Background: an optimization exercise with open tools, aiming at small area. Do not read the settings as production practice.
At most, simulation tests tie the RTL to the original design; equivalence was not proved.
The flow treats the clock pin as an ideal source, which a real chip does not have.
Power and IR drop assume default switching activity.

Setup of main:
// System_top
module System_top #(
    parameter  DATA_WIDTH='d8 ,
                DATA_DEPTH='d16,
                PRESCALE_WIDTH='d5,
                NUM_STAGES='d2,
                RATIO_WD='d4
) (
    input wire REF_CLK,
    input wire RST,
    input wire RX_IN,
    output wire TX_OUT
);
For scale: ~540 cells after synthesis, roughly 170 flip-flops, about 0.0062 mm2 of cells after synthesis.
export LEC_CHECK = 0
export CAP_MARGIN = 20
export CORE_MARGIN = 2
export CORE_UTILIZATION = 60
export CTS_BUF_LIST = sky130_fd_sc_hd__clkbuf_8
export SLEW_MARGIN = 20
create_clock -name core_clock -period 32.0 [get_ports {REF_CLK}]
standard.sh (not shown) runs the stock make flow with config.mk's settings and CLKGATE_MAP_FILE= SYNTH_SCRIPT=/design/flow/synth_recipe.tcl, a recipe that flattens the netlist after the stock synthesis.
==> flow/flow/run.sh <==
#!/bin/bash
# Standard ORFS flow with CTS told not to add dummy loads.
export CTS_ARGS="-sink_clustering_enable -repair_clock_nets -buf_list {sky130_fd_sc_hd__clkbuf_4 sky130_fd_sc_hd__clkbuf_8} -dont_use_dummy_load"
bash standard.sh > standard.log 2>&1
main finished end to end and its layout was clean on timing, DRC and antenna.
For the feature branch, these inputs were changed with respect to main:
==> flow/flow/run.sh <==
#!/bin/bash
# Standard ORFS flow with CTS told not to add dummy loads.
export CTS_ARGS="-sink_clustering_enable -repair_clock_nets -buf_list sky130_fd_sc_hd__clkbuf_8 -dont_use_dummy_load"
bash standard.sh > standard.log 2>&1
[summary]
As far as fmax goes, main and the feature branch are indistinguishable; the numbers are identical.
In terms of number of buffers created by CTS, main and the feature branch differ only marginally.
Comparing main against the feature branch, there is no change at all in floorplan core area.
Reported for main and the feature branch, number of failing hold endpoints at the final stage turned out identical to the last digit.
From the feature branch to main, worst hold slack did not move at all.
Compared the feature branch against main; H-tree level count within noise.
Any difference in cell count of the worst hold path between the feature branch and main is small enough to ignore.
Status: cell area parity (main, the feature branch)
Number of cells upsized or downsized after cts: the feature branch vs main identical
Function was not checked in any run of this note: the RTL went through the layout flow alone.


## v24
The RTL this note starts from:
==> flow/design.v <==
module System_top #(
    parameter  DATA_WIDTH='d8 ,
                DATA_DEPTH='d16,
                PRESCALE_WIDTH='d5,
                NUM_STAGES='d2,
                RATIO_WD='d4
) (
    input wire REF_CLK,
    input wire RST,
    input wire RX_IN,
    output wire TX_OUT
);
localparam [3:0] S_IDLE = 4'd15,    
                 S_WA   = 4'd14,    
                 S_WD   = 4'd10,    
                 S_WR   = 4'd5,    
                 S_RA   = 4'd13,    
                 S_RD   = 4'd1,    
                 S_CA   = 4'd11,    
                 S_CAW  = 4'd6,    
                 S_CB   = 4'd3,    
                 S_CBW  = 4'd7,    
                 S_DF   = 4'd9,   
                 S_AL   = 4'd8,   
                 S_AIM  = 4'd2,   
                 S_AID  = 4'd0,   
                 S_AS   = 4'd12,   
                 S_TX   = 4'd4;   
reg  [3:0]  state;
reg  [3:0]  slot_cnt;    
reg         clr;         
reg         rx_act;      
reg  [3:0]  cyc;         
reg  [3:0]  bitn;        
reg  [15:0] P;
reg         cy;          
reg         sg;          
reg         hb;          
reg         second;      
reg         pe, pt;      
reg  [3:0]  r3;          
reg  [15:0] ring0, ring1, ring2, ring3, ring4, ring5, ring6, ring7;
wire [7:0]  T = {ring7[0], ring6[0], ring5[0], ring4[0],
                 ring3[0], ring2[0], ring1[0], ring0[0]};
wire        is2 = (slot_cnt == 4'd2);
wire        is3 = (slot_cnt == 4'd3);
wire [7:0]  rv  = {3'b000, is2, is2 | is3, is2, 1'b0, is2};
wire [3:0]  waddr = (state == S_CAW) ? 4'd0 : ((state == S_CBW) ? 4'd1 : P[3:0]);
wire        wr    = ((state == S_WR) | (state == S_CAW) | (state == S_CBW)) & (slot_cnt == waddr);
wire [7:0]  rin   = clr ? rv : (wr ? P[15:8] : T);
always @(posedge REF_CLK) begin
    ring0 <= {rin[0], ring0[15:1]};
    ring1 <= {rin[1], ring1[15:1]};
    ring2 <= {rin[2], ring2[15:1]};
    ring3 <= {rin[3], ring3[15:1]};
    ring4 <= {rin[4], ring4[15:1]};
    ring5 <= {rin[5], ring5[15:1]};
    ring6 <= {rin[6], ring6[15:1]};
    ring7 <= {rin[7], ring7[15:1]};
end
always @(posedge REF_CLK or negedge RST) begin
    if (!RST) begin
        slot_cnt <= 4'd0;
        clr      <= 1'b1;
    end else begin
        slot_cnt <= {slot_cnt[2:0],
                     slot_cnt[3] ^ slot_cnt[2] ^ (slot_cnt[2:0] == 3'b000)};
        if (slot_cnt == 4'd8)
            clr <= 1'b0;
    end
end
always @(posedge REF_CLK) begin
    if (is2) begin
        pe <= T[0];
        pt <= T[1];
    end
    if (is3)
        r3 <= T[3:0];
end
wire [3:0]  fn    = P[11:8];                    
wire        fmul  = (fn == 4'd2);
wire        fdiv  = (fn == 4'd3);
wire        aim   = (state == S_AIM);
wire        aid   = (state == S_AID);
wire        as    = (state == S_AS);
wire        f_cmp = (fn[3:2] == 2'b10);         
wire        f_sub = (fn == 4'd1) | f_cmp;       
wire        f_lg  = (fn[3:2] == 2'b01);         
wire        f_sl  = (fn[3:2] == 2'b11) &  fn[0];    
wire        f_sr  = (fn[3:2] == 2'b11) & ~fn[0];    
wire        f_ld1 = fmul | (fn[3:1] == 3'b111);     
wire        Tb    = T[cyc[2:0]];                
wire        first = (bitn == 4'd0);
wire        last   = (bitn == 4'd7);
wire        hi8   = P[8] & ~first;              
wire        x     = as ? P[0] : (aid ? hb : hi8);
wire        yb    = aim ? (P[0] & Tb) :
                    aid ? (Tb ^ ~sg) :
                    ((f_sl ? x : Tb) ^ f_sub);
wire        fs    = x ^ yb ^ cy;
wire        fc    = (x & yb) | (x & cy) | (yb & cy);
wire        lgb   = fn[1] ^ (fn[0] ? (x | Tb) : (x & Tb));
wire        ins   = aim ? fs :
                    aid ? fs & ~last :          
                    f_lg ? lgb :
                    (f_sr | (fn == 4'd8)) ? 1'b0 : fs;
wire        ser   = ~cyc[3] & (aim ? (slot_cnt == 4'd0) : (slot_cnt == 4'd1));
wire        post  = (aim | aid) & cyc[3];       
wire        as_st = as & ser;                   
wire        as_end = as_st & (f_sr | (cyc[2:0] == 3'b111));
wire        hi_st = (aim | aid) & ser;          
wire        m_post = aim & post;                
wire        d_post = aid & post;                
wire        s8     = hb ^ ~sg ^ cy;             
wire        nz    = sg | ins;                   
wire        gt    = fc & nz;                    
wire [7:0]  hiv   = (fn == 4'd1) ? {8{~fc}} : {7'b0, (fn == 4'd0) & fc};
wire        rx_en   = (state == S_IDLE) | (state == S_WA) | (state == S_WD) | (state == S_WR) |
                      (state == S_RA) | (state == S_CA) | (state == S_CAW) | (state == S_CB) |
                      (state == S_CBW) | (state == S_DF);
wire        tx      = (state == S_TX);
wire        bend    = (cyc[3:1] == 3'b111);     
wire        rx_smp  = rx_act & (cyc == 4'd11);  
wire        rx_dat  = rx_smp & bitn[3];
wire        rx_end  = rx_smp & ((bitn == 4'd1) | (bitn == 4'd0) & ~pe);
wire        tx_dat  = tx & bend & bitn[3];
wire        tx_end  = tx & bend & ((bitn == 4'd1) | (bitn == 4'd0) & ~pe);
wire [7:0]  rxb     = P[15:8];                  
wire        rd_hit  = (state == S_RD) & (slot_cnt == P[11:8]);
wire        al_hit  = (state == S_AL) & (slot_cnt == {3'b000, f_ld1});
wire        m_done  = m_post & last;
wire        d_done  = d_post & last;
wire        go_tx   = rd_hit | m_done | d_done | as_end;
assign TX_OUT = ~tx | (bitn[3] ? P[0] :
                       (bitn == 4'd7) ? 1'b0 :
                       ((bitn == 4'd0) & pe) ? cy : 1'b1);
always @(posedge REF_CLK or negedge RST) begin
    if (!RST) begin
        state  <= S_IDLE;
        rx_act <= 1'b0;
    end else begin
        if (!rx_act) begin
            if (rx_en & ~RX_IN)
                rx_act <= 1'b1;
        end else if (rx_end)
            rx_act <= 1'b0;
        case (state)
            S_IDLE: if (rx_end) begin
                        if (rxb == 8'hAA)      state <= S_WA;
                        else if (rxb == 8'hBB) state <= S_RA;
                        else if (rxb == 8'hCC) state <= S_CA;
                        else if (rxb == 8'hDD) state <= S_DF;
                    end
            S_WA:   if (rx_end) state <= S_WD;
            S_WD:   if (rx_end) state <= S_WR;
            S_WR:   if (wr) state <= S_IDLE;
            S_RA:   if (rx_end) state <= S_RD;
            S_CA:   if (rx_end) state <= S_CAW;
            S_CAW:  if (wr) state <= S_CB;
            S_CB:   if (rx_end) state <= S_CBW;
            S_CBW:  if (wr) state <= S_DF;
            S_DF:   if (rx_end) state <= S_AL;
            S_AL:   if (al_hit) state <= fmul ? S_AIM : (fdiv ? S_AID : S_AS);
            S_TX:   if (tx_end & ~second) state <= S_IDLE;
            default: if (go_tx) state <= S_TX;      
        endcase
    end
end
always @(posedge REF_CLK) begin
    if (go_tx | tx_end) begin
        cyc  <= ~r3;
        bitn <= 4'd7;
    end else if (rx_act | tx) begin
        if (bend) begin
            cyc  <= tx ? ~r3 : 4'd7;
            bitn <= bitn + 4'd1;
        end else
            cyc  <= cyc + 4'd1;
    end else if (al_hit) begin
        cyc  <= 4'd0;
        bitn <= 4'd0;
    end else if (aim | aid | as) begin
        if (ser)
            cyc  <= cyc + 4'd1;
        if (post) begin
            cyc  <= 4'd0;
            bitn <= bitn + 4'd1;
        end
    end else begin
        cyc  <= 4'd8;       
        bitn <= 4'd7;
    end
    if (rx_dat | tx_dat)
        P <= {RX_IN, P[15:1]};
    if (rd_hit)
        P[7:0] <= T;
    if (al_hit) begin
        P[7:0] <= T;
    end
    if (hi_st)
        P[15:8] <= {ins, P[15:9]};
    if (m_post)
        P <= {cy, P[15:1]};
    if (d_post) begin
        P[7:0] <= {P[6:0], ~s8};
    end
    if (as_st) begin
        P[7:0] <= {ins, P[7:1]};
        if (as_end) begin
            P[15:8] <= hiv;
            if (f_cmp)
                P[7:0] <= {6'b0, fn[1] & gt, fn[0] & (fn[1] ? gt : ~nz)};
        end
    end
    if (tx & bend & (bitn == 4'd7))
        cy <= pt;
    else if (tx_dat)
        cy <= cy ^ P[0];
    else if (al_hit)
        cy <= f_sub | fdiv;
    else if (as_st | hi_st)
        cy <= fc;
    else if (m_post)
        cy <= 1'b0;
    else if (d_post)
        cy <= ~s8;
    if (al_hit)
        sg <= 1'b0;
    else if (as_st)
        sg <= nz;
    else if (d_post)
        sg <= s8;
    if (al_hit)
        hb <= T[7];
    else if (aid & ser)
        hb <= hi8;
    else if (d_post)
        hb <= P[6];
    if (state == S_RD)
        second <= 1'b0;
    else if (state == S_AL)
        second <= 1'b1;
    else if (tx_end)
        second <= 1'b0;
end
endmodule
Settings: LEC_CHECK=0, ABC_AREA=1, CAP_MARGIN=20, CORE_MARGIN=2, CORE_UTILIZATION=60, CTS_BUF_LIST=sky130_fd_sc_hd__clkbuf_8, SLEW_MARGIN=20; clock period 32.0 ns.
==> flow/flow/run.sh <==
#!/bin/bash
# Standard ORFS flow, except: CTS builds the tree from clkbuf_4 without dummy
# loads, and before routing flow/fix_clk.tcl upsizes to clkbuf_8 the clock
# buffers whose flip-flops would see a slow clock edge.
set -e
export CTS_ARGS="-sink_clustering_enable -repair_clock_nets -buf_list sky130_fd_sc_hd__clkbuf_4 -dont_use_dummy_load"
bash standard.sh cts > standard_cts.log 2>&1
openroad -no_init -exit flow/fix_clk.tcl > fix_clk.log 2>&1
bash standard.sh finish > standard.log 2>&1
==> flow/flow/fix_clk.tcl <==
# Upsize clock buffers (clkbuf_4 -> clkbuf_8) whose loads would see a slow
# clock edge, then legalize the placement. Runs on the CTS result.
set R orfs/results/sky130hd/System_top/base
set P $::env(FLOW_HOME)/platforms/sky130hd
read_liberty $P/lib/sky130_fd_sc_hd__tt_025C_1v80.lib
read_db $R/4_cts.odb
read_sdc $R/4_cts.sdc
source $P/setRC.tcl
proc load_slew {inst} {
  set p [get_pins -of_objects $inst -filter "direction==output"]
  set mx 0
  foreach q [get_pins -of_objects [get_nets -of_objects $p] -filter "direction==input"] {
    set s [get_property $q slew_max]
    if {$s > $mx} { set mx $s }
  }
  return $mx
}
for {set it 0} {$it < 24} {incr it} {
  estimate_parasitics -placement
  set worst ""
  set wslew 0
  foreach inst [get_cells *] {
    if {[get_property $inst ref_name] != "sky130_fd_sc_hd__clkbuf_4"} { continue }
    set s [load_slew $inst]
    if {$s > $wslew} { set wslew $s; set worst $inst }
  }
  puts "iteration $it: worst [get_full_name $worst] $wslew"
  if {$wslew <= 0.115} { break }
  replace_cell $worst sky130_fd_sc_hd__clkbuf_8
}
detailed_placement
check_placement
estimate_parasitics -placement
foreach inst [get_cells *] {
  if {[string match *clkbuf* [get_property $inst ref_name]]} {
    puts "final [get_full_name $inst] [get_property $inst ref_name] [load_slew $inst]"
  }
}
write_db $R/4_cts.odb
The flow did not stop early for v24: all stages ran, and the layout cleared the timing, design-rule and antenna checks.
#### Input delta (v25 over v24)
==> flow/flow/run.sh <==
#!/bin/bash
# ORFS flow with three changes:
#  - synthesis is the standard flow's, except that ABC maps the logic with flow/area.abc
#    (an area-oriented script; flip-flops are mapped before ABC, unchanged);
#  - CTS builds the tree from clkbuf_4 without dummy loads;
#  - before routing, flow/fix_clk.tcl upsizes to clkbuf_8 the clock buffers
#    whose flip-flops would see a slow clock edge.
set -e
W=$(pwd)
export MY_ABC_SCRIPT=$W/flow/area.abc
export CTS_ARGS="-sink_clustering_enable -repair_clock_nets -buf_list sky130_fd_sc_hd__clkbuf_4 -dont_use_dummy_load"
S="SYNTH_SCRIPT=$W/flow/mysynth.tcl"
bash standard.sh synth "$S" > standard_synth.log 2>&1
bash standard.sh cts "$S" > standard_cts.log 2>&1
openroad -no_init -exit flow/fix_clk.tcl > fix_clk.log 2>&1
bash standard.sh finish "$S" > standard.log 2>&1
==> flow/flow/area.abc (new file) <==
strash
&get -n
&fraig -x
&put
scorr
dc2
strash
&get -n
&dch -f
&nf -R 1000
&put
strash
&get -n
&dch -f
&nf -R 1000
&put
topo
dnsize
==> flow/flow/mysynth.tcl (new file) <==
# The standard flow's synthesis script, with ABC run on a script of our own (MY_ABC_SCRIPT)
proc synth {args} { yosys synth -nofsm -noshare {*}$args }
proc fix_abc_args {n1 n2 op} {
  upvar #0 abc_args a
  set i [lsearch -exact $a -script]
  if {$i >= 0 && [lindex $a [expr {$i + 1}]] ne $::env(MY_ABC_SCRIPT)} {
    set a [lreplace $a [expr {$i + 1}] [expr {$i + 1}] $::env(MY_ABC_SCRIPT)]
  }
}
trace add variable ::abc_args write fix_abc_args
source $::env(SCRIPTS_DIR)/synth.tcl
# left out here: clear keep_hierarchy, flatten, clean up, hide names made inside functions, write 1_2_yosys.v
Notes after the runs:
Where full die area is concerned, v24 is outperformed by v25.
| clock power | lower: v24 |
Number of global-route vias before repair, v25 vs v24: down by more than 10%
Setup slack: v25 less than v24
Maximum clock rate across v24 and v25: no real change.
From v24 to v25 the numbers moved as follows: worst-case vdd ir drop lost about 14%; clock skew picked up an extra 5.4 ps; routed wire length lost 1500 um.
--- input diff v25..v3 ---
==> flow/flow/run.sh <==
#!/bin/bash
# Standard ORFS flow, except: CTS builds the tree from clkbuf_4 without dummy
# loads, and before routing flow/fix_clk.tcl upsizes to clkbuf_8 the clock
# buffers whose flip-flops would see a slow clock edge.
set -e
export CTS_ARGS="-sink_clustering_enable -repair_clock_nets -buf_list sky130_fd_sc_hd__clkbuf_4 -dont_use_dummy_load"
bash standard.sh cts > standard_cts.log 2>&1
openroad -no_init -exit flow/fix_clk.tcl > fix_clk.log 2>&1
bash standard.sh finish > standard.log 2>&1
diff --git a/flow/flow/fix_clk.tcl b/flow/flow/fix_clk.tcl
--- a/flow/flow/fix_clk.tcl
+++ b/flow/flow/fix_clk.tcl
@@ -26,5 +26,5 @@
   }
   puts "iteration $it: worst [get_full_name $worst] $wslew"
-  if {$wslew <= 0.115} { break }
+  if {$wslew <= 0.105} { break }
   replace_cell $worst sky130_fd_sc_hd__clkbuf_8
 }
removed: flow/flow/area.abc
removed: flow/flow/mysynth.tcl
Results
v3: PASS, flow complete, no timing, DRC or antenna violations
Compared with v25, in v3 share of the clock period used by the worst path after layout held; worst setup slack went up 9.0 ps; total nets after synthesis went up 139; number of inserted filler cells in the final layout went up 73.
--- input diff v3..v4 ---
==> flow/flow/run.sh <==
#!/bin/bash
# ORFS flow with three changes:
#  - synthesis is the standard flow's, except that ABC maps the logic with flow/area.abc
#    (an area-oriented script; flip-flops are mapped before ABC, unchanged);
#  - CTS builds the tree from clkbuf_4 without dummy loads;
#  - before routing, flow/fix_clk.tcl upsizes to clkbuf_8 the clock buffers
#    whose flip-flops would see a slow clock edge.
set -e
W=$(pwd)
export MY_ABC_SCRIPT=$W/flow/area.abc
export CTS_ARGS="-sink_clustering_enable -repair_clock_nets -buf_list sky130_fd_sc_hd__clkbuf_4 -dont_use_dummy_load"
S="SYNTH_SCRIPT=$W/flow/mysynth.tcl"
bash standard.sh synth "$S" > standard_synth.log 2>&1
bash standard.sh cts "$S" > standard_cts.log 2>&1
openroad -no_init -exit flow/fix_clk.tcl > fix_clk.log 2>&1
bash standard.sh finish "$S" > standard.log 2>&1
==> flow/flow/area.abc (new file) <==
strash
&get -n
&fraig -x
&put
scorr
dc2
strash
&get -n
&deepsyn -T 30
&put
strash
&get -n
&dch -f
&nf -R 1000
&put
topo
dnsize
diff --git a/flow/flow/fix_clk.tcl b/flow/flow/fix_clk.tcl
--- a/flow/flow/fix_clk.tcl
+++ b/flow/flow/fix_clk.tcl
@@ -26,5 +26,5 @@
   }
   puts "iteration $it: worst [get_full_name $worst] $wslew"
-  if {$wslew <= 0.105} { break }
+  if {$wslew <= 0.110} { break }
   replace_cell $worst sky130_fd_sc_hd__clkbuf_8
 }
==> flow/flow/mysynth.tcl (new file) <==
# The standard flow's synthesis script, with ABC run on a script of our own (MY_ABC_SCRIPT)
proc synth {args} { yosys synth -nofsm -noshare {*}$args }
proc fix_abc_args {n1 n2 op} {
  upvar #0 abc_args a
  set i [lsearch -exact $a -script]
  if {$i >= 0 && [lindex $a [expr {$i + 1}]] ne $::env(MY_ABC_SCRIPT)} {
    set a [lreplace $a [expr {$i + 1}] [expr {$i + 1}] $::env(MY_ABC_SCRIPT)]
  }
}
trace add variable ::abc_args write fix_abc_args
source $::env(SCRIPTS_DIR)/synth.tcl
# left out here: clear keep_hierarchy, flatten, clean up, hide names made inside functions, write 1_2_yosys.v
## What came out
- Diff v3 -> v4: synthesis-to-finish area growth now larger, count of sequential standard cells neither gained nor lost much, buffering stage count on the worst path with inverters included lower, number of global-route vias before repair shows a reduction of 13%, sequential share of power rose by 1.1 points.
- NOTE width of the die v3->v4 decreased by a few percent
- Diff v3 -> v4: number of placement rows shrank by 2, post-layout minimum cycle time shrank by 15 ps, mean post-synth cell area grew by 26%, area inside the core boundary shrank by 9.5%.

-- separate check: timing with driven ports --
Ports are ideal in the flow. The routed layouts listed here were re-timed in OpenROAD.
Step 1 sets driving cells, clkbuf_16 on the clock port and buf_2 on the other inputs (assumed; they add their load-dependent delay and slew).
Step 2 also shifts input and output timing later by t, the mid clock arrival at the registers, as if the neighbouring blocks saw the same clock.
a / b / c = ideal ports / drivers / drivers and shift; a / b = the first two.
run | shift t [ns] | setup slack, ns | worst hold slack (ns)
main | 0.478 | 23.330 / 23.293 / 23.771 | 0.309 / 0.309 / 0.309
the feature branch | 0.478 | 23.330 / 23.293 / 23.771 | 0.309 / 0.309 / 0.309
v24 | 0.449 | 23.411 / 23.377 / 23.826 | 0.301 / 0.301 / 0.301
v25 | 0.439 | 23.388 / 23.354 / 23.792 | 0.302 / 0.302 / 0.302
v3 | 0.457 | 23.397 / 23.363 / 23.819 | 0.305 / 0.305 / 0.305
v4 | 0.425 | 23.412 / 23.380 / 23.805 | 0.313 / 0.313 / 0.313
After both steps setup and hold are still met in every run listed.
